Context: an optimization exercise on an open-source flow, tuned for small area, a short achievable clock period and few clock cycles. The choices shown serve that exercise and are no tape-out recipe.
Only simulation tests tie the RTL to the original design; equivalence was not proved.

Setup of v6:
==> flow/design.v (excerpt) <==
module path_math
    (input [11:0] location,  
     input [11:0] target,  
     input [4:0] current_orientation,  
     input clock,
     input enable,
     input reset,
     output reg done,
     output [4:0] needed_orientation,  
     output [11:0] move_command);
Size in the first run: roughly 1700 cells after synthesis, roughly 48 flip-flops.
export LEC_CHECK = 0
export CAP_MARGIN = 5
export CORE_MARGIN = 2
export CORE_UTILIZATION = 50
export SETUP_SLACK_MARGIN = 5
export SLEW_MARGIN = 5
create_clock -name core_clock -period 12.0 [get_ports {clock}]
run.sh (not shown) runs the stock make flow with config.mk's settings and CLKGATE_MAP_FILE= SYNTH_SCRIPT=/design/flow/synth_recipe.tcl, a recipe that flattens the netlist after the stock synthesis.
Testbench counts of v6, summed over its fixed seeds: cycles 32,000.
Input-level comparison between v7 and v6:
Settings: a change of CORE_UTILIZATION from 50 to 60.
==> comparison <==
v7: done, clean on timing, DRC and antenna. Compared with v6, in v7 routed wire length now sits lower.

---

Another version of the RTL of path_math (not shown whole).
For scale: roughly 1800 cells after synthesis, about 48 flip-flops, about 50 I/O pins, roughly 14000 um2 of cells after synthesis.
make LEC_CHECK=0 CAP_MARGIN=5 CORE_MARGIN=2 CORE_UTILIZATION=40 SETUP_SLACK_MARGIN=5 SLEW_MARGIN=5 finish   # period 12.0 ns
The first run passed the timing, DRC and antenna checks.
Testbench counts at the start, summed over its fixed seeds: cycles 32,000.
Then changed:
PLACE_DENSITY = 0.8   (was default)
Outcome: Non-clock buffer count goes down by 6; setup slack gets worse by 0.033 ns; flip-flop and latch count stays the same; global-route usage goes up by 0.40 points; cell area goes down by 1.4%; clock-buffer cell count does not change; critical path depth goes down by 1; clock skew goes up by 0.0093 ns.
Then changed:
PLACE_DENSITY = default   (was 0.8)
SETUP_SLACK_MARGIN = 4   (was 5)
Outcome:
- The changed run passed the timing, DRC and antenna checks
- utilization falls by 2.8 points
- final area falls by 5.9%
- hold slack gets better by 0.042 ns
- flip-flop and latch count is unchanged
- via count falls by 6.8%
- clock-buffer cell count does not change
Then changed:
CORE_UTILIZATION = 60   (was 40)
SETUP_SLACK_MARGIN = 5   (was 4)
Result: The changed run completed without violations; utilization rises by 25 points; worst hold slack is worse by 0.016 ns; first-iteration DRC count goes up by 26%; count of clock-buffer cells in the layout decreases by 2; design area rises by 5.3%; clock skew increases by 0.0064 ns; critical path depth does not change.

---

RTL: one of the versions met above, not the one the previous note started from.
Size: ~1700 cells after synthesis, roughly 48 flip-flops, about 50 I/O pins, ~14000 sq um of cells after synthesis.
Settings: LEC_CHECK=0, CAP_MARGIN=0, CORE_MARGIN=2, CORE_UTILIZATION=60, SETUP_SLACK_MARGIN=5, SLEW_MARGIN=0; clock period 12.0 ns.
The first run finished clean.
Testbench counts at the start, summed over its fixed seeds: cycles 32,000.
==> next run, changes <==
CAP_MARGIN = 5   (was 0)
PLACE_DENSITY = 0.7   (was unset)
SLEW_MARGIN = 5   (was 0)
=>
- The changed run passed the timing, DRC and antenna checks
- die area stays the same
- cell area grows by 0.79%
- cell count increases by 0.34%
- synthesized cell count does not change
- global-route usage fell by 0.78 points
==> next run, changes <==
==> flow/flow/run.sh (new file) <==
#!/bin/bash
set -euo pipefail
sed -E 's/SETUP_SLACK_MARGIN=[0-9.]+/SETUP_SLACK_MARGIN=5.6/' standard.sh > standard_margin.sh
bash standard_margin.sh > orfs_make.log 2>&1
==> flow/standard.sh (new file) <==
#!/bin/bash
# synth_recipe.tcl (not shown) runs the flow's synth.tcl, then flattens the netlist and writes it again
# the make line also repeats each setting of config.mk as NAME=value (left out here)
make -C /OpenROAD-flow-scripts/flow DESIGN_CONFIG=/design/flow/config.mk WORK_HOME=/design/flow/orfs CLKGATE_MAP_FILE= SYNTH_SCRIPT=/design/flow/synth_recipe.tcl "${@:-finish}"
PLACE_DENSITY = unset   (was 0.7)
removed: flow/run.sh
Synthesized cell count stays the same. Design area went up by 9.0%.
==> next run, changes <==
==> flow/run.sh (new file) <==
#!/bin/bash
# synth_recipe.tcl (not shown) runs the flow's synth.tcl, then flattens the netlist and writes it again
# the make line also repeats each setting of config.mk as NAME=value (left out here)
make -C /OpenROAD-flow-scripts/flow DESIGN_CONFIG=/design/flow/config.mk WORK_HOME=/design/flow/orfs CLKGATE_MAP_FILE= SYNTH_SCRIPT=/design/flow/synth_recipe.tcl finish
CORE_UTILIZATION = 40   (was 60)
removed: flow/flow/run.sh
removed: flow/standard.sh
Result: Area after synthesis is unchanged. Worst hold slack is worse by 0.031 ns. Utilization came out lower by 29 points.

## what the ideal ports hide
In the flow no input, the clock included, has a driving cell. The finished layouts below were timed again as built, in two steps.
Step 1 (the two cells are an assumption about what drives the block):
set clk [get_ports {clock}]
set_driving_cell -lib_cell sky130_fd_sc_hd__clkbuf_16 $clk
set_driving_cell -lib_cell sky130_fd_sc_hd__buf_2 [delete_from_list [all_inputs] $clk]
Step 2, shift: input delay + t, output delay - t, t = (earliest + latest rising clock arrival at the registers) / 2. This alone moves slack from input paths to output paths.
a / b / c = no drivers / after step 1 / after step 2; a / b = the first two.
run	t (ns)	setup slack, ns	worst register clock-pin slew, ns	worst slew at a driven data input, ns	cell pins on the clock port's net
v6	0.328	5.189 / 5.149 / 4.927	0.07 / 0.07	0.04	1
v7	0.335	5.150 / 5.110 / 4.842	0.07 / 0.07	0.05	1
the first run of note 2	0.324	5.106 / 5.124 / 4.800	0.07 / 0.07	0.05	1
the second run of note 2	0.341	5.073 / 5.031 / 4.809	0.08 / 0.08	0.10	1
the third run of note 2	0.327	4.291 / 4.250 / 4.034	0.07 / 0.07	0.04	1
the fourth run of note 2	0.327	5.118 / 5.079 / 4.863	0.07 / 0.07	0.04	1
the first run of note 3	0.335	5.150 / 5.110 / 4.842	0.07 / 0.07	0.05	1
the second run of note 3	0.330	5.150 / 5.146 / 4.816	0.07 / 0.07	0.06	1
the third run of note 3	0.330	5.197 / 5.197 / 4.902	0.07 / 0.07	0.08	1
the fourth run of note 3	0.337	5.143 / 5.132 / 4.832	0.07 / 0.07	0.04	1
After both steps every run listed still meets setup and hold. The setup slack of the second run of note 3, which loses most, moves by -0.004 ns with the drivers and by -0.334 ns with both steps.
